This design comes from an exercise in tuning for small area, a short achievable clock period and few clock cycles per item on the open sky130 flow, not from production work.
In this exercise RTL edits were held to simulation tests only and were not proved equivalent to the original.
Power and IR drop assume default switching activity.

<file path="design/flow/run.sh">
#!/bin/bash
# synth_recipe.tcl (not shown) runs the flow's synth.tcl, then flattens the netlist and writes it again
# the make line also repeats each setting of config.mk as NAME=value (left out here)
make -C /OpenROAD-flow-scripts/flow DESIGN_CONFIG=/design/flow/config.mk WORK_HOME=/design/flow/orfs CLKGATE_MAP_FILE= SYNTH_SCRIPT=/design/flow/synth_recipe.tcl finish
</file>
<file path="design/flow/config.mk">
export PLATFORM = sky130hd
export DESIGN_NAME = alu
export DESIGN_NICKNAME = alu
export VERILOG_FILES = /design/flow/design.v
export SDC_FILE = /design/flow/constraint.sdc
export NUM_CORES = 4
export LEC_CHECK = 0
export CAP_MARGIN = 20
export CORE_MARGIN = 2
export CORE_UTILIZATION = 40
export PLACE_DENSITY = 0.6
export SLEW_MARGIN = 20
</file>
<file path="design/flow/constraint.sdc">
create_clock -name core_clock -period 16.0 [get_ports {clk}]
set_input_delay 3.2000 -clock core_clock [delete_from_list [all_inputs] [get_ports {clk}]]
set_output_delay 3.2000 -clock core_clock [all_outputs]
set_load 0.01 [all_outputs]
</file>
<file path="design/flow/design.v">
`timescale 1ns/10ps
module alu(
    clk,
    reset,
    inA,
    inB,
    opcode,
    result,
    extra_result,
    PStart,
    PDone
    );
    input              clk, reset;
    input      [31:0]  inA, inB;
    input      [2:0]   opcode;
    output     [31:0]  result, extra_result;
    input              PStart;
    output reg         PDone;
    localparam ADD = 3'd0, SUB = 3'd1, OR = 3'd2, AND = 3'd3,
               NOT = 3'd4, MUL = 3'd5, SLL = 3'd6, SRL = 3'd7;
    reg  [2:0]  cnt;         
    reg  [33:0] acc;         
    reg  [31:0] lo;          
    assign result       = lo;
    assign extra_result = acc[31:0];
    wire first = (cnt == 3'd0);
    wire is_mul = (opcode == MUL);
    always @(posedge clk or posedge reset) begin
        if (reset) begin
            cnt   <= 3'd0;
            PDone <= 1'b0;
        end else begin
            cnt   <= PStart ? cnt + 3'd1 : 3'd0;
            PDone <= PStart & (~is_mul | (cnt == 3'd7));
        end
    end
    wire        sub = (opcode == SUB);
    wire [32:0] sum = {1'b0, inA} + {1'b0, inB ^ {32{sub}}} + {32'd0, sub};
    wire [4:0]  sh  = inB[4:0];
    wire        srl = opcode[0];
    wire [4:0]  rot_amt = srl ? (5'd0 - sh) : sh;
    wire [31:0] r0 = rot_amt[0] ? {inA[30:0], inA[31]}    : inA;
    wire [31:0] r1 = rot_amt[1] ? {r0[29:0], r0[31:30]}  : r0;
    wire [31:0] r2 = rot_amt[2] ? {r1[27:0], r1[31:28]}  : r1;
    wire [31:0] r3 = rot_amt[3] ? {r2[23:0], r2[31:24]}  : r2;
    wire [31:0] rot = rot_amt[4] ? {r3[15:0], r3[31:16]} : r3;
    wire [31:0] mask_l = 32'hffffffff << sh;
    wire [31:0] mask_r = 32'hffffffff >> sh;
    wire [32:0] bx = {1'b0, inB[31:1], 1'b0};
    wire [4:0]  w  = bx[{cnt, 2'b00} +: 5];
    wire        n0   = w[2];
    wire        one0 = w[1] ^ w[0];
    wire        two0 = (w[2] & ~w[1] & ~w[0]) | (~w[2] & w[1] & w[0]);
    wire        n1   = w[4];
    wire        one1 = w[3] ^ w[2];
    wire        two1 = (w[4] & ~w[3] & ~w[2]) | (~w[4] & w[3] & w[2]);
    wire [32:0] y0 = ({33{one0}} & {1'b0, inA}) | ({33{two0}} & {inA, 1'b0});
    wire [32:0] y1 = ({33{one1}} & {1'b0, inA}) | ({33{two1}} & {inA, 1'b0});
    wire [37:0] p0 = {5'd0, y0} ^ {38{n0}};
    wire [37:0] p1 = {5'd0, y1} ^ {38{n1}};
    wire [37:0] f  = first ? {6'd0, inA & {32{inB[0]}}} : {{4{acc[33]}}, acc};
    wire [37:0] q0 = {p0[36:0], n0};
    wire [37:0] q1 = {p1[34:0], {3{n1}}};
    wire [37:0] cs = f ^ q0 ^ q1;
    wire [37:0] cc = (f & q0) | (f & q1) | (q0 & q1);
    wire [38:0] tt = {cs, 1'b1} + {cc[36:0], n0, n1};
    wire [37:0] t  = tt[38:1];
    reg [31:0] nlo;
    reg [33:0] nacc;
    always @* begin
        case (opcode)
            ADD: begin nlo = sum[31:0];     nacc = {33'd0, sum[32]};   end
            SUB: begin nlo = sum[31:0];     nacc = {34{~sum[32]}};     end
            OR:  begin nlo = inA | inB;     nacc = 34'd0;              end
            AND: begin nlo = inA & inB;     nacc = 34'd0;              end
            NOT: begin nlo = ~inA;          nacc = {34{1'b1}};         end
            MUL: begin nlo = {t[3:0], lo[31:4]}; nacc = t[37:4];       end
            SLL: begin nlo = rot & mask_l;  nacc = {2'b00, rot & ~mask_l}; end
            default: begin nlo = rot & mask_r; nacc = 34'd0;           end
        endcase
    end
    always @(posedge clk) begin
        lo  <= nlo;
        acc <= nacc;
    end
endmodule
</file>
==> notes.md, run 1 <==
multi-input combinational cell area 11400 um2; final setup TNS 0 ns; WP data required about 16 ns; First DRT Iteration DRCs 1941; Initial Util between 40% and 50%; layout cells sized above 1 under 10%; clk_skew approximately 0.0088 ns; vias in the first global route ~14000; first-pass GRT wire length 89.9 mm; RR Startpoint cnt[0]$_DFF_PP0_; CTS Buffer Depth 2; P_sw 1450 uW; hold_buf cts 0; final net count 2159; Max VDD drop approximately 0.12 mV; Detail Route Antenna Nets 0; max-slew violations 0; CTS tree yes; commonest non-fill, non-tap cell in the layout a21oi_1; Chip Width 191 um; pin count of the biggest net entering global routing 70; Synth warnings 1; total die area around 37000 um2; post-cts repair resize count 0; GRT overflow 0; initial antenna violation count 0; Die Y-Extent 191 um; Leak 0.00679 uW; final WL ~60 mm; Final Wtd Congestion around 1; max cap viols 0; Synth Flop Type dfxtp_1; ANT cells 0; crit path from inB[4]; Final Hold Fails 0; min setup slack post-route 6.18 ns; most frequent cells in the layout a21oi_1, nand2_1, mux2i_1, o21ai_0, clkdlybuf4s50_1; crit-path max FO 47; RSZ-0062 raised after global routing no; clk root buf clkbuf_16; Post-CTS Setup Inserts 0; DRC errors left 0; core area 34500 um2; Rel. slew slack around 34%; Switching Share approximately 56%; Area Growth Syn to Fin 11.8%; Critical Path End Type flop; clock group share of total power roughly 8.4%; post-synthesis sequential area ratio 10.1%; number of port buffers about 130; CTS H-tree lvls 3; Tmin final roughly 9.8 ns; Crit path arrival time 10.05 ns; PwrDens approximately 160 nW/um2; status timing/DRC/antenna clean; Vias 15383; Setup WS pre-CTS 5.98 ns; min-delay worst type flop to flop; Site Rows 68; mapped cell area 14100 um2; FF-to-FF setup slack 8.75 ns; FF+latch area 1420 um2; I/O pins around 140; #FFs+latches synth 70; number of enable flip-flop cells after synthesis 0; Yosys cell types 86; combinational share of power approximately four fifths; Slew @ Worst Pin between 0.9 and 1 ns; Pre-antenna DRT Iters 6; total CTS buffers 9; Syn Nets about 2200; Seq pwr share between 10% and 20%; HP Start lo[26]$_DFF_P_; final cycle utilization of the critical path between 60% and 70%; hpwl dp 46.2 mm; crit path kind input pin to flop; Worst-path clk slew approximately 0.070 ns; All-Layer GR Usage roughly a third; CTS sink count 70; asr flop ratio synth between 5 and 6%; DR WL/cell 25.0 um; # setup viols final 0; Synth Area per Inst just over 7 um2; Mapped Cells roughly 2000; vias per cell roughly 6.3; fillers about 3500; Fmax just over 100 MHz; CP Launch Type input pin; internal power between 1000 and 1500 uW; Skew-Pair Late Insertion Delay ~0.36 ns
## cells by family (layout without fill, tap and decap cells)
logic type	after synthesis	after routing	share of synthesized area [%]
AOI/OAI and AO/OA	694	694	30.6
xor gates and xnor gates	91	91	5.67
adders and majority gates	132	132	13.5
buffers and inverters	312	297	9.44
DFF	70	70	10.1
muxes	184	184	14.3
and+or+nand+nor	509	509	16.4
## power by group through the flow
stage,clock network (uW),logic [uW],registers [uW]
4_1_cts,219,2040,271
3_3_place_gp,0,2030,275
2_1_floorplan,0,1390,254
6_report,216,2080,273
3_5_place_dp,0,2020,274
5_1_grt,224,2230,275
## final timing paths
check	endpoint	cells past startpoint
hold reg to reg	lo[22]$_DFF_P_	2
setup reg to reg	acc[32]$_DFF_P_	22
min in group asynchronous	PDone$_DFF_PP0_	2
setup / recovery	acc[32]$_DFF_P_	24
hold / removal	lo[22]$_DFF_P_	2
max in group asynchronous	cnt[0]$_DFF_PP0_	2
## critical path: stages
cell and delay (ns):
clkdlybuf4s50_1 0.46, buf_4 0.41, inv_1 0.35, or3_1 0.44, a31oi_1 0.46, and2_0 0.20
buf_4 0.33, nor3_2 0.06, buf_4 0.27, a22oi_1 0.16, o21ai_0 0.17, fa_1 0.54
inv_1 0.04, ha_1 0.34, a21oi_1 0.23, o21ai_1 0.12, a21o_1 0.21, a221o_1 0.35
or4b_1 0.47, o22ai_1 0.44, o31ai_1 0.18, a211oi_1 0.31, xor2_1 0.18, o21ai_1 0.07
## flip-flops by register name (all words and copies together) (netlist names)
signal  cells
cnt         3
lo         32
acc        34
PDone       1
## metrics by stage
step           std cells  cell area (um2)  utilization, %  hold slack, ns  power, uW
2_1_floorplan       1992            14100               -           0.594       1650
3_3_place_gp        2416            15400            44.6           0.629       2300
3_5_place_dp        2416            15400            44.6           0.623       2290
4_1_cts             2432            15700            45.5           0.632       2530
5_1_grt             2432            15700            45.5           0.694       2730
6_report            2432            15700            45.5           0.634       2570
## cell type report
| class | count | area share, % |
|---|---|---|
| multi-input cells | 1610 | 72.4 |
| repair buffers | 178 | 10.5 |
| flip-flops and latches | 70 | 9.04 |
| well taps | 455 | 3.62 |
| inverters | 103 | 2.46 |
| clock buffers | 11 | 1.54 |
| clock inverters | 5 | 0.374 |
## routing by layer
layer | global-route usage, % | wire length (um)
met1 | 43.3 | 25700
met3 | 4.15 | 4850
met4 | 14.9 | 2880
met5 | 0 | 0
met2 | 52.5 | 27400
## cells in the mapped netlist, drive strengths merged (10+ instances only)
cell type / count / share of area (%)
a31oi: 11 / 0.49
a221oi: 17 / 1.1
xor2: 26 / 1.6
o211ai: 13 / 0.69
nor2: 111 / 3.0
clkbuf: 137 / 3.7
o31ai: 10 / 0.53
a22oi: 60 / 3.2
mux4: 12 / 1.9
fa: 38 / 5.4
a21o: 43 / 2.3
xnor2: 65 / 4.0
o21ai: 176 / 6.3
buf: 72 / 3.0
nor3: 22 / 0.78
and3: 41 / 1.8
inv: 101 / 2.7
o22ai: 20 / 0.89
mux2i: 168 / 12
nand2b: 10 / 0.44
nor2b: 16 / 0.71
nand4: 15 / 0.67
ha: 79 / 7.0
a21oi: 239 / 8.5
maj3: 15 / 1.1
o221ai: 18 / 1.1
nand3: 20 / 0.71
nand2: 236 / 6.3
dfxtp: 66 / 9.4
a211oi: 25 / 1.3
Testbench counts, summed over its fixed seeds: cycles 18,703, ops 4,800.
==> inputs of run 2 (changes only) <==
==> design/flow/design.v (replaced) <==
`timescale 1ns/10ps
module alu(
    clk,
    reset,
    inA,
    inB,
    opcode,
    result,
    extra_result,
    PStart,
    PDone
    );
    input              clk, reset;
    input      [31:0]  inA, inB;
    input      [2:0]   opcode;
    output     [31:0]  result, extra_result;
    input              PStart;
    output reg         PDone;
    localparam ADD = 3'd0, SUB = 3'd1, OR = 3'd2, AND = 3'd3,
               NOT = 3'd4, MUL = 3'd5, SLL = 3'd6, SRL = 3'd7;
    reg  [2:0]  cnt;         
    reg  [5:0]  bctl;        
    reg  [33:0] acc;         
    reg  [31:0] lo;          
    assign result       = lo;
    assign extra_result = acc[31:0];
    wire first  = (cnt == 3'd0);
    wire is_mul = (opcode == MUL);
    wire sub    = (opcode == SUB);
    function [5:0] booth2;
        input [4:0] w;
        begin
            booth2[0] = w[1] ^ w[0];
            booth2[1] = (w[2] & ~w[1] & ~w[0]) | (~w[2] & w[1] & w[0]);
            booth2[2] = w[2];
            booth2[3] = w[3] ^ w[2];
            booth2[4] = (w[4] & ~w[3] & ~w[2]) | (~w[4] & w[3] & w[2]);
            booth2[5] = w[4];
        end
    endfunction
    wire [32:0] bx = {1'b0, inB[31:1], 1'b0};
    wire [2:0]  cnt_n = cnt + 3'd1;
    always @(posedge clk or posedge reset) begin
        if (reset) begin
            cnt   <= 3'd0;
            PDone <= 1'b0;
        end else begin
            cnt   <= PStart ? cnt_n : 3'd0;
            PDone <= PStart & (~is_mul | (cnt == 3'd7));
        end
    end
    always @(posedge clk)
        bctl <= booth2(bx[{cnt_n, 2'b00} +: 5]);
    wire [5:0] bc = ~is_mul ? 6'd0 : first ? booth2({inB[4:1], 1'b0}) : bctl;
    wire one0 = bc[0], two0 = bc[1], n0 = bc[2];
    wire one1 = bc[3], two1 = bc[4], n1 = bc[5];
    wire neg0 = is_mul ? n0 : sub;
    wire [37:0] a1 = {5'd0, inA, 1'b0};
    wire [37:0] a2 = {4'd0, inA, 2'b0};
    wire [37:0] bb = {6'd0, inB & {32{~is_mul}}};
    wire [37:0] q0 = (({38{one0}} & a1) | ({38{two0}} & a2) | bb) ^ {38{neg0}};
    wire [34:0] s1 = ({35{one1}} & {3'd0, inA}) | ({35{two1}} & {2'd0, inA, 1'b0});
    wire [37:0] q1 = {s1[34:0] ^ {35{n1}}, {3{n1}}};
    wire [37:0] f  = ~is_mul ? {6'd0, inA} :
                     first   ? {6'd0, inA & {32{inB[0]}}} : {{4{acc[33]}}, acc};
    wire [37:0] cs = f ^ q0 ^ q1;
    wire [37:0] cc = (f & q0) | (f & q1) | (q0 & q1);
    wire [38:0] tt = {cs, 1'b1} + {cc[36:0], neg0, n1};
    wire [37:0] t  = tt[38:1];
    wire [4:0]  sh  = inB[4:0];
    wire        srl = opcode[0];
    wire [4:0]  rot_amt = srl ? (5'd0 - sh) : sh;
    wire [31:0] r0 = rot_amt[0] ? {inA[30:0], inA[31]}    : inA;
    wire [31:0] r1 = rot_amt[1] ? {r0[29:0], r0[31:30]}  : r0;
    wire [31:0] r2 = rot_amt[2] ? {r1[27:0], r1[31:28]}  : r1;
    wire [31:0] r3 = rot_amt[3] ? {r2[23:0], r2[31:24]}  : r2;
    wire [31:0] rot = rot_amt[4] ? {r3[15:0], r3[31:16]} : r3;
    wire [31:0] mask_l = 32'hffffffff << sh;
    wire [31:0] mask_r = 32'hffffffff >> sh;
    reg [31:0] nlo;
    reg [33:0] nacc;
    always @* begin
        case (opcode)
            ADD: begin nlo = t[31:0];        nacc = {33'd0, t[32]};   end
            SUB: begin nlo = t[31:0];        nacc = {34{t[32]}};      end
            OR:  begin nlo = cs[31:0] | cc[31:0]; nacc = 34'd0;       end
            AND: begin nlo = cc[31:0];       nacc = 34'd0;            end
            NOT: begin nlo = ~inA;           nacc = {34{1'b1}};       end
            MUL: begin nlo = {t[3:0], lo[31:4]}; nacc = t[37:4];      end
            SLL: begin nlo = rot & mask_l;   nacc = {2'b00, rot & ~mask_l}; end
            default: begin nlo = rot & mask_r; nacc = 34'd0;          end
        endcase
    end
    always @(posedge clk) begin
        lo  <= nlo;
        acc <= nacc;
    end
endmodule
--- a/design/flow/config.mk
+++ b/design/flow/config.mk
@@ -5,6 +5,7 @@
 export SDC_FILE = /design/flow/constraint.sdc
 export NUM_CORES = 4
 export LEC_CHECK = 0
+export ABC_AREA = 1
 export CAP_MARGIN = 20
 export CORE_MARGIN = 2
 export CORE_UTILIZATION = 40
==> notes.md, run 2 <==
final cycle utilization of the critical path about 59%; number of port buffers between 100 and 150; Chip Width 175 um; Post-CTS Setup Inserts 0; WP data required between 15 and 20 ns; final net count 2121; Initial Util between 40% and 50%; Hold Path Cell Cnt 2; PwrDens about 120 nW/um2; DR WL/cell 27.1 um; post-placement cell count between 2000 and 2500; Mapped Cells ~1900; Rel. slew slack roughly 23%; core area 28900 um2; Syn Nets 2091; Crit path arrival time 9.69 ns; crit path kind input pin to flop; Yosys cell types between 50 and 60; post-cts repair resize count 0; DRC errors left 0; Slew @ Worst Pin 1.15 ns; Critical Path End Type flop; final setup TNS 0 ns; max FFs per register 34; CP Launch Type input pin; Final Hold Fails 0; pin count of the biggest net entering global routing 67; Synth Flop Type dfxtp_1; Final Wtd Congestion just over 1; CTS H-tree lvls 3; total die area between 30000 and 40000 um2; Site Rows 62; # setup viols final 0; vias per cell ~6.2; Tmin final approximately 9.5 ns; All-Layer GR Usage 41.0%; Leak about 0.0060 uW; max-slew violations 0; max cap viols 0; Synth Area per Inst between 6 and 7 um2; post-synthesis sequential area ratio between 10% and 20%; layout cells sized above 1 4.01%; First DRT Iteration DRCs between 2000 and 2500; Yosys top cell by area nand2_1; Largest Register acc; Vias around 15000; Synth warnings 1; Pre-antenna DRT Iters 8; top flop regs acc: 34 flops, lo: 32 flops, bctl: 6 flops; CTS tree yes; I/O pins about 140; top-count cell post-synth nand2_1; GRT overflow 0; commonest non-fill, non-tap cell in the layout nand2_1; Worst-path clk slew 0.07 ns; area share of the largest cell type after synthesis 13.4%; hpwl dp 51.3 mm; initial antenna violation count 4; RR Startpoint cnt[0]$_DFF_PP0_; total CTS buffers 9; number of enable flip-flop cells after synthesis 0; asr flop ratio synth approximately 5.3%; Area Growth Syn to Fin 13.9%; Worst Reg-to-Reg Cells 24; HP Start lo[8]$_DFF_P_; min-delay worst type flop to flop; Fmax about 110 MHz; first-pass GRT wire length around 93 mm; Hold Crit Endpoint lo[4]$_DFF_P_; Final Power roughly 1600 uW; Layout Cells excl Fill between 2000 and 2500; mapped cell area around 12000 um2; Synth top cells by count nand2_1, o21ai_0, inv_1; final WL between 60 and 70 mm; Detail Route Antenna Nets 0; clk_skew between 0.01 and 0.015 ns; hold_buf cts 0; RSZ-0062 raised after global routing no; Finished Core Util a little under half; FF-to-FF setup slack just under 9 ns; Reg-to-Reg End acc[28]$_DFF_P_; vias in the first global route around 14000; min setup slack post-route ~6.5 ns; Synth area leaders nand2_1, dfxtp_1, o21ai_0; Skew-Pair Late Insertion Delay 0.37 ns; status timing/DRC/antenna clean; clk root buf clkbuf_16; Die Y-Extent approximately 180 um; crit-path max FO 66; Max VDD drop 0.0760 mV; Setup WS pre-CTS ~6.4 ns; CTS sink count 76; most frequent cells in the layout nand2_1, o21ai_0, inv_1, nand3_1, a21oi_1; #FFs+latches synth 76; fillers 3188; CTS Buffer Depth 2
-- run 2: cell types whose count changed after synthesis, moves of 59 or more --
cell	delta
inv_1	+91
xnor2_1	-59
a21oi_1	-93
o21ai_0	+68
nand3_1	+134
nand2_1	+185
clkbuf_1	-81
mux2i_1	-165
-- run 2: critical path, cell delays in order --
cell             delay (ns)
clkdlybuf4s50_1        0.83
nand2_4                0.17
nor2_8                 0.76
nand2_1                0.86
clkinv_1               0.59
nand2_1                0.09
o221ai_1               0.10
xor2_1                 0.13
fa_1                   0.43
ha_1                   0.39
a21o_1                 0.21
a21boi_0               0.29
nand3_2                0.16
a21o_2                 0.25
nand2_1                0.08
nand3_1                0.11
nand3_1                0.12
nand2_2                0.10
inv_2                  0.57
nand3_1                0.18
-- run 2: kinds of logic (layout without fill, tap and decap cells) --
logic type               after synthesis  after routing  share of synthesized area [%]
buffers and inverters                340            375                           12.4
flip-flops                            76             76                           13.1
AND/OR/NAND/NOR                      788            788                           28.7
adder cells (fa/ha/maj)               84             84                           11.3
AO/OA/AOI/OAI                        561            561                           27.9
XOR/XNOR                              86             86                           6.40
multiplexers                           2              2                          0.170
other                                  0              4                              0
-- run 2: where the power goes --
group / leakage, uW / switching (uW) / internal (uW)
Clock: 0.000141 / 106 / 109
Combinational: 0.00522 / 693 / 361
Sequential: 0.000654 / 49.5 / 247
Total: 0.00601 / 849 / 716
-- run 2: metrics by stage --
stage | hold slack, ns | instance area (um2)
after floorplan | 0.518 | 11800
after global placement | 0.506 | 13100
after detailed placement | 0.480 | 13100
after CTS | 0.508 | 13400
after global routing | 0.526 | 13400
final | 0.514 | 13400
-- run 2: area by class of cell --
class,instances,area [um2],area share [%]
Timing Repair Buffer,155,1490,11.2
Multi-Input combinational cell,1521,8810,65.8
Clock buffer,9,225,1.68
Tap cell,384,480,3.59
Antenna cell,4,10.0,0.0747
Inverter,204,768,5.74
Clock inverter,7,62.6,0.467
Sequential cell,76,1540,11.5
-- run 2: worst max path at each step --
stage | start | endpoint | slack (ns)
floorplan | inB[3] | acc[13]$_DFF_P_ | 8.90
global placement | opcode[0] | acc[32]$_DFF_P_ | 6.43
detailed placement | opcode[0] | acc[32]$_DFF_P_ | 6.36
CTS | opcode[0] | acc[32]$_DFF_P_ | 6.73
global route | opcode[0] | acc[32]$_DFF_P_ | 6.10
finish | opcode[0] | acc[28]$_DFF_P_ | 6.50
-- run 2: per-layer routing --
| layer | vias to the layer above | global-route usage, % | share of wire (%) |
|---|---|---|---|
| li1 | 6641 | - | - |
| met1 | 6824 | 53.6 | 40 |
| met2 | 1003 | 62.5 | 43 |
| met3 | 198 | 9.39 | 11 |
| met4 | 2 | 22.0 | 6.4 |
| met5 | - | 0 | 0.020 |
Testbench counts of run 2, summed over its fixed seeds: cycles 18,703, ops 4,800.
==> inputs of run 3 (changes only) <==
==> design/flow/flow/run.sh (new file) <==
#!/bin/bash
# The standard layout, with timing repair asked to reach a setup slack of
# SETUP_SLACK_MARGIN ns (the clock period and constraints are unchanged).
set -euo pipefail
cd "$(dirname "$0")/.."
bash standard.sh SETUP_SLACK_MARGIN=8 finish > standard_flow.log 2>&1
==> design/flow/standard.sh (new file) <==
#!/bin/bash
# synth_recipe.tcl (not shown) runs the flow's synth.tcl, then flattens the netlist and writes it again
# the make line also repeats each setting of config.mk as NAME=value (left out here)
make -C /OpenROAD-flow-scripts/flow DESIGN_CONFIG=/design/flow/config.mk WORK_HOME=/design/flow/orfs CLKGATE_MAP_FILE= SYNTH_SCRIPT=/design/flow/synth_recipe.tcl "${@:-finish}"
removed: design/flow/run.sh
==> notes.md, run 3 <==
status timing/DRC/antenna clean; Final Hold Fails 0; Hold WS roughly 0.51 ns; max-slew violations 0; post-placement cell count roughly 2300; Rel. slew slack a little under a third; CP Launch Type input pin; Slew @ Worst Pin 1.03 ns; Largest Register acc; Leak a little over 0.006 uW; hold_buf cts 0; All-Layer GR Usage between 40 and 50%; Finished Core Util a little under half; final WL between 60 and 70 mm; final cycle utilization of the critical path 48.9%; Crit path arrival time 8.08 ns; Seq pwr share approximately a fifth; layout cells sized above 1 under 10%; Max VDD drop ~0.076 mV; Final Wtd Congestion slightly above 1; min-delay worst type flop to flop; clock group share of total power 13.5%; Skew-Pair Late Insertion Delay approximately 0.38 ns; crit path kind input pin to flop; Vias 14934; CTS tree yes; combinational share of power a little under 70%; Syn Nets 2091; Mapped Cells around 1900; Worst-path clk slew around 0.07 ns; Site Rows 62; Layout Cells excl Fill between 2000 and 2500; area share of the largest cell type after synthesis 13.4%; number of enable flip-flop cells after synthesis 0; Area Growth Syn to Fin 16.8%; Tmin final 7.83 ns; number of port buffers around 130; GRT overflow 0; internal power between 700 and 800 uW; Initial Util between 40% and 50%; crit-path max FO 32; most frequent cells in the layout nand2_1, o21ai_0, inv_1, nand3_1, a21oi_1; asr flop ratio synth roughly 5.3%; RSZ-0062 raised after global routing yes; Synth warnings 1; Die Y-Extent 175 um; CTS H-tree lvls 3; Pre-antenna DRT Iters 8; fillers about 3200; Yosys cell types 55; Critical Path End Type flop; final setup TNS 0 ns; Synth Flop Type dfxtp_1; post-synthesis sequential area ratio a little over an eighth; Chip Width ~180 um; core area about 29000 um2; max cap viols 0; top-count cell post-synth nand2_1; Synth top cells by count nand2_1, o21ai_0, inv_1; DRC errors left 0; max FFs per register 34; FF+latch area 1540 um2; Final Power 1590 uW; Switching Share a little over half; commonest non-fill, non-tap cell in the layout nand2_1; total CTS buffers 9; multi-input combinational cell area between 8000 and 9000 um2; Detail Route Antenna Nets 0; initial antenna violation count 3; I/O pins 135; # setup viols final 0; DR WL/cell 27.8 um; Yosys top cell by area nand2_1; CTS sink count 76; Synth Area per Inst approximately 6 um2; vias per cell between 6 and 7; Synth area leaders nand2_1, dfxtp_1, o21ai_0; total die area between 30000 and 40000 um2; First DRT Iteration DRCs around 2300; CTS Buffer Depth 2; pin count of the biggest net entering global routing between 60 and 70; #FFs+latches synth 76; P_sw between 800 and 900 uW; PwrDens between 100 and 150 nW/um2; WP data required 16.26 ns; first-pass GRT wire length ~95 mm; Fmax between 100 and 150 MHz; clk root buf clkbuf_16; final net count 2144; vias in the first global route approximately 14000; clk_skew roughly 0.017 ns; mapped cell area 11800 um2; top flop regs acc: 34 flops, lo: 32 flops, bctl: 6 flops; hpwl dp 51.3 mm
## run 3: cell counts after synthesis
Identical to the previous run, type by type.
## run 3: power by group through the flow
stage               Clock [uW]  Sequential [uW]  Combinational, uW
floorplan                    0              285                632
global placement             0              296               1020
detailed placement           0              295               1020
CTS                        215              292               1030
global route               222              298               1150
finish                     215              296               1080
## run 3: timing repair
action / CTS / global route
pin swaps: 5 / 1
setup endpoints to repair: 65 / 51
cloned: 4 / 2
resized for setup: 13 / 26
setup buffers: 7 / 10
## run 3: cells by family (layout without fill, tap and decap cells)
family,Yosys count,count (layout),synth area share (%)
AO/OA/AOI/OAI,561,562,27.9
XOR/XNOR,86,86,6.40
adder cells (fa/ha/maj),84,84,11.3
buffers and inverters,340,394,12.4
flip-flops,76,76,13.1
multiplexers,2,2,0.170
other,0,1,0
AND/OR/NAND/NOR,788,791,28.7
## run 3: metal layers
layer / track usage [%] / up-vias / share of wire (%)
li1: - / 6691 / -
met1: 55.3 / 6891 / 40
met2: 63.4 / 1101 / 42
met3: 9.81 / 247 / 11
met4: 23.4 / 4 / 7.2
met5: 0 / - / 0.035
## run 3: worst paths after layout
| check | start | slack [ns] | to | depth (start not counted) |
|---|---|---|---|---|
| max reg2reg | cnt[0]$_DFF_PP0_ | 9.56 | acc[23]$_DFF_P_ | 24 |
| max | inB[3] | 8.17 | acc[23]$_DFF_P_ | 20 |
| min reg2reg | lo[8]$_DFF_P_ | 0.51 | lo[4]$_DFF_P_ | 2 |
| max in group asynchronous | reset | 12.84 | cnt[2]$_DFF_PP0_ | 2 |
| min | lo[8]$_DFF_P_ | 0.51 | lo[4]$_DFF_P_ | 2 |
| min in group asynchronous | reset | 3.01 | cnt[1]$_DFF_PP0_ | 2 |
## run 3: area by class of cell
| type | instances | share of cell area, % |
|---|---|---|
| inverters | 204 | 5.79 |
| clock buffers | 9 | 1.64 |
| well taps | 384 | 3.50 |
| diodes | 1 | 0.0182 |
| multi-input cells | 1525 | 64.9 |
| clock inverters | 7 | 0.456 |
| repair buffers | 173 | 12.4 |
| repair inverters | 1 | 0.0820 |
| flip-flops and latches | 76 | 11.2 |
## run 3: metrics by stage
step / setup slack, ns / area (um2)
2_1_floorplan: 8.90 / 11800
3_3_place_gp: 6.43 / 13100
3_5_place_dp: 6.36 / 13100
4_1_cts: 8.00 / 13500
5_1_grt: 7.96 / 13700
6_report: 8.17 / 13700
## run 3: critical path, cell delays in order
cell             delay (ns)
clkdlybuf4s50_1        0.64
clkinvlp_4             0.22
nand3_1                0.11
nand3_1                0.23
o211ai_1               0.18
buf_4                  0.43
o22ai_1                0.16
xor2_1                 0.19
fa_1                   0.57
inv_1                  0.08
ha_1                   0.35
a21oi_1                0.27
o21ai_0                0.20
a21o_1                 0.19
nor2_1                 0.20
nand2_1                0.21
nand3_1                0.15
nand3b_1               0.11
nand3_1                0.25
nand3_1                0.11
==> inputs of run 4 (changes only) <==
--- a/design/flow/design.v
+++ b/design/flow/design.v
@@ -20,12 +20,19 @@
                NOT = 3'd4, MUL = 3'd5, SLL = 3'd6, SRL = 3'd7;
     reg  [2:0]  cnt;         
     reg  [5:0]  bctl;        
-    reg  [33:0] acc;         
-    reg  [31:0] lo;          
-    assign result       = lo;
-    assign extra_result = acc[31:0];
+    reg  [37:0] xr, yr;      
+    reg         cr;          
+    reg  [31:0] lor;         
+    reg         mul_r, sll_r, sx_r;
+    wire [38:0] zz = {xr, 1'b1} + {yr, cr};
+    wire [37:0] z  = zz[38:1];
+    assign result       = mul_r ? {z[3:0], lor[31:4]} : z[31:0];
+    assign extra_result = mul_r ? z[35:4] :
+                          sll_r ? lor :
+                          sx_r  ? {32{z[32]}} : {31'd0, z[32]};
     wire first  = (cnt == 3'd0);
     wire is_mul = (opcode == MUL);
+    wire is_add = (opcode == ADD) | (opcode == SUB);
     wire sub    = (opcode == SUB);
     function [5:0] booth2;
         input [4:0] w;
@@ -60,13 +67,11 @@
     wire [37:0] bb = {6'd0, inB & {32{~is_mul}}};
     wire [37:0] q0 = (({38{one0}} & a1) | ({38{two0}} & a2) | bb) ^ {38{neg0}};
     wire [34:0] s1 = ({35{one1}} & {3'd0, inA}) | ({35{two1}} & {2'd0, inA, 1'b0});
-    wire [37:0] q1 = {s1[34:0] ^ {35{n1}}, {3{n1}}};
+    wire [37:0] q1 = {s1 ^ {35{n1}}, {3{n1}}};
     wire [37:0] f  = ~is_mul ? {6'd0, inA} :
-                     first   ? {6'd0, inA & {32{inB[0]}}} : {{4{acc[33]}}, acc};
+                     first   ? {6'd0, inA & {32{inB[0]}}} : {{4{z[37]}}, z[37:4]};
     wire [37:0] cs = f ^ q0 ^ q1;
     wire [37:0] cc = (f & q0) | (f & q1) | (q0 & q1);
-    wire [38:0] tt = {cs, 1'b1} + {cc[36:0], neg0, n1};
-    wire [37:0] t  = tt[38:1];
     wire [4:0]  sh  = inB[4:0];
     wire        srl = opcode[0];
     wire [4:0]  rot_amt = srl ? (5'd0 - sh) : sh;
@@ -77,22 +82,24 @@
     wire [31:0] rot = rot_amt[4] ? {r3[15:0], r3[31:16]} : r3;
     wire [31:0] mask_l = 32'hffffffff << sh;
     wire [31:0] mask_r = 32'hffffffff >> sh;
-    reg [31:0] nlo;
-    reg [33:0] nacc;
+    reg [37:0] nx;
     always @* begin
         case (opcode)
-            ADD: begin nlo = t[31:0];        nacc = {33'd0, t[32]};   end
-            SUB: begin nlo = t[31:0];        nacc = {34{t[32]}};      end
-            OR:  begin nlo = cs[31:0] | cc[31:0]; nacc = 34'd0;       end
-            AND: begin nlo = cc[31:0];       nacc = 34'd0;            end
-            NOT: begin nlo = ~inA;           nacc = {34{1'b1}};       end
-            MUL: begin nlo = {t[3:0], lo[31:4]}; nacc = t[37:4];      end
-            SLL: begin nlo = rot & mask_l;   nacc = {2'b00, rot & ~mask_l}; end
-            default: begin nlo = rot & mask_r; nacc = 34'd0;          end
+            OR:      nx = {6'd0, inA | inB};
+            AND:     nx = {6'd0, inA & inB};
+            NOT:     nx = ~{6'd0, inA};
+            SLL:     nx = {6'd0, rot & mask_l};
+            SRL:     nx = {6'd0, rot & mask_r};
+            default: nx = cs;
         endcase
     end
     always @(posedge clk) begin
-        lo  <= nlo;
-        acc <= nacc;
+        xr    <= nx;
+        yr    <= (is_mul | is_add) ? {cc[36:0], neg0} : 38'd0;
+        cr    <= is_mul & n1;
+        lor   <= is_mul ? {z[3:0], lor[31:4]} : (rot & ~mask_l);
+        mul_r <= is_mul;
+        sll_r <= (opcode == SLL);
+        sx_r  <= sub | (opcode == NOT);
     end
 endmodule
==> design/flow/run.sh (new file) <==
#!/bin/bash
# synth_recipe.tcl (not shown) runs the flow's synth.tcl, then flattens the netlist and writes it again
# the make line also repeats each setting of config.mk as NAME=value (left out here)
make -C /OpenROAD-flow-scripts/flow DESIGN_CONFIG=/design/flow/config.mk WORK_HOME=/design/flow/orfs CLKGATE_MAP_FILE= SYNTH_SCRIPT=/design/flow/synth_recipe.tcl finish
removed: design/flow/flow/run.sh
removed: design/flow/standard.sh
==> notes.md, run 4 <==
hpwl dp about 55 mm; CTS H-tree lvls 4; Synth top cells by count nand2_1, inv_1, a21oi_1; Worst Path Buf+Inv 4; max cap viols 0; Pre-antenna DRT Iters 6; # setup viols final 0; Area Growth Syn to Fin 16.0%; Worst-path clk slew ~0.06 ns; Detail Route Antenna Nets 0; most frequent cells in the layout nand2_1, inv_1, a21oi_1, nor2_1, o21ai_0; Final Wtd Congestion roughly 1.0; Initial Util between 40% and 50%; core area 33500 um2; post-cts repair resize count 0; #FFs+latches synth around 120; fillers 3593; crit-path max FO about 50; initial antenna violation count 6; WP data required 16.34 ns; Site Rows between 60 and 70; vias per cell just over 6; max-slew violations 0; final setup TNS 0 ns; top-count cell post-synth nand2_1; hold_buf cts 0; Worst path most repeated cell buf_4; PwrDens between 100 and 150 nW/um2; CTS Buffer Depth 2; Chip Width ~190 um; Hold WS between 0.4 and 0.5 ns; Syn Nets 2398; CP delay by family, top buffers and inverters; first-pass GRT wire length 99.9 mm; commonest non-fill, non-tap cell in the layout nand2_1; All-Layer GR Usage 38.2%; status timing/DRC/antenna clean; Slew @ Worst Pin between 1 and 1.5 ns; min-delay worst type flop to flop; Fmax approximately 140 MHz; Layout Cells excl Fill between 2000 and 3000; clk_skew around 0.014 ns; Max VDD drop about 0.095 mV; Synth area leaders dfxtp_1, nand2_1, a21oi_1; GRT overflow 0; Mapped Cells between 2000 and 2500; final cycle utilization of the critical path 45.6%; max FFs per register 38; Tmin final 7.29 ns; asr flop ratio synth 3.31%; Skew-Pair Late Insertion Delay 0.43 ns; Synth Flop Type dfxtp_1; pin count of the biggest net entering global routing 87; Yosys cell types slightly above 50; total die area between 30000 and 40000 um2; Crit path arrival time approximately 7.6 ns; Critical Path End Type flop; final net count about 2500; Yosys top cell by area dfxtp_1; post-synthesis sequential area ratio around 18%; Max stage delay on crit path about 1.0 ns; DR WL/cell around 25 um; area share of the largest cell type after synthesis about 17%; Finished Core Util a little under half; vias in the first global route about 15000; DRC errors left 0; total CTS buffers 17; worst path cell trace clkdlybuf4s50_1 > nor3_4 > buf_4 > inv_2 > buf_4 > nor2_1 > o21ai_4 > o22ai_1 > xor2_1 > fa_1 > a21oi_1; Vias about 17000; I/O pins between 100 and 150; final WL between 60 and 70 mm; clk root buf clkbuf_16; Largest Register yr; Synth Area per Inst 6.08 um2; RSZ-0062 raised after global routing no; First DRT Iteration DRCs 1913; Synth warnings 1; number of port buffers 134; Post-CTS Setup Inserts 0; CTS tree yes; mapped cell area 13600 um2; CP max-delay cell clkdlybuf4s50_1; CP Launch Type input pin; Leak around 0.007 uW; Rel. slew slack between 15 and 20%; layout cells sized above 1 under 10%; Final Hold Fails 0; CTS sink count around 120; number of enable flip-flop cells after synthesis 0; post-placement cell count ~2700; top flop regs yr: 38 flops, xr: 37 flops, lor: 32 flops; crit path kind input pin to flop; Die Y-Extent 189 um
[run 4: area by class of cell]
| cell class | count | area, um2 | area share, % |
|---|---|---|---|
| tap | 448 | 561 | 3.54 |
| timing repair buffer | 159 | 1520 | 9.64 |
| multi-input combinational | 1763 | 9800 | 62.0 |
| sequential | 121 | 2440 | 15.4 |
| antenna | 1 | 2.50 | 0.0158 |
| clock buffer | 18 | 429 | 2.71 |
| inverter | 235 | 882 | 5.58 |
| clock inverter | 14 | 173 | 1.09 |
[run 4: worst min-delay path: cells and delay by family (launching register included)]
family	cells	cell delay, ns
and+or+nand+nor	1	0.06
AOI/OAI and AO/OA	1	0.05
DFF	1	0.32
[run 4: metal layers]
layer	track usage (%)	vias up	part of all wire (%)
met1	53.7	7800	43
met3	9.80	155	12
li1	-	7629	-
met4	20.6	8	5.9
met2	52.8	1101	39
met5	0	-	0.12
[run 4: final timing paths]
path	from	endpoint	slack, ns	cells after the start
hold / removal	lor[6]$_DFF_P_	lor[2]$_DFF_P_	0.48	2
hold reg to reg	lor[6]$_DFF_P_	lor[2]$_DFF_P_	0.48	2
min in group asynchronous	reset	PDone$_DFF_PP0_	2.94	2
setup reg to reg	cnt[0]$_DFF_PP0_	xr[5]$_DFF_P_	10.87	17
max in group asynchronous	reset	cnt[2]$_DFF_PP0_	12.91	2
setup / recovery	opcode[1]	xr[34]$_DFF_P_	8.71	11
[run 4: per-stage QoR]
| stage | setup slack, ns | area [um2] | power, uW |
|---|---|---|---|
| after floorplan | 10.57 | 13600 | 823 |
| after global placement | 8.51 | 15200 | 1170 |
| after detailed placement | 8.42 | 15200 | 1170 |
| after CTS | 8.87 | 15800 | 1580 |
| after global routing | 8.61 | 15800 | 1680 |
| final | 8.71 | 15800 | 1610 |
[run 4: cells by family after synthesis]
| logic type | Yosys count | synth area share [%] |
|---|---|---|
| AO/OA/AOI/OAI | 579 | 23.9 |
| flip-flops | 121 | 17.9 |
| adder cells (fa/ha/maj) | 84 | 9.80 |
| buffers and inverters | 360 | 10.6 |
| AND/OR/NAND/NOR | 1009 | 31.9 |
| multiplexers | 1 | 0.0734 |
| XOR/XNOR | 90 | 5.84 |
[run 4: power breakdown]
group          internal [uW]  switching (uW)
Clock                    246             161
Combinational            270             548
Sequential               348            31.9
Total                    865             741
Testbench counts of run 4, summed over its fixed seeds: cycles 18,703, ops 4,800.

## port drivers added, routing unchanged
How much do the figures lean on ideal ports? The routed layouts below were timed once more, with nothing changed but the port constraints.
Step 1 (the two cells are an assumption about what drives the block):
set clk [get_ports {clk}]
set_driving_cell -lib_cell sky130_fd_sc_hd__clkbuf_16 $clk
set_driving_cell -lib_cell sky130_fd_sc_hd__buf_2 [delete_from_list [all_inputs] $clk]
Step 2 also shifts input and output timing later by t, the mid clock arrival at the registers, as if the neighbouring blocks saw the same clock.
Slacks: ideal / step 1 / step 2; pairs: ideal / step 1.
run | shift t [ns] | slack for setup (ns) | worst data-port slew with drivers (ns)
run 1 | 0.411 | 6.178 / 6.205 / 5.794 | 0.04
run 2 | 0.409 | 6.504 / 6.526 / 6.117 | 0.06
run 3 | 0.418 | 8.172 / 8.197 / 7.779 | 0.06
run 4 | 0.481 | 8.710 / 8.742 / 8.261 | 0.06
After both steps every run listed still meets setup and hold. For run 4, which loses most, drivers alone change the setup slack by +0.032 ns; drivers and shift together by -0.449 ns.
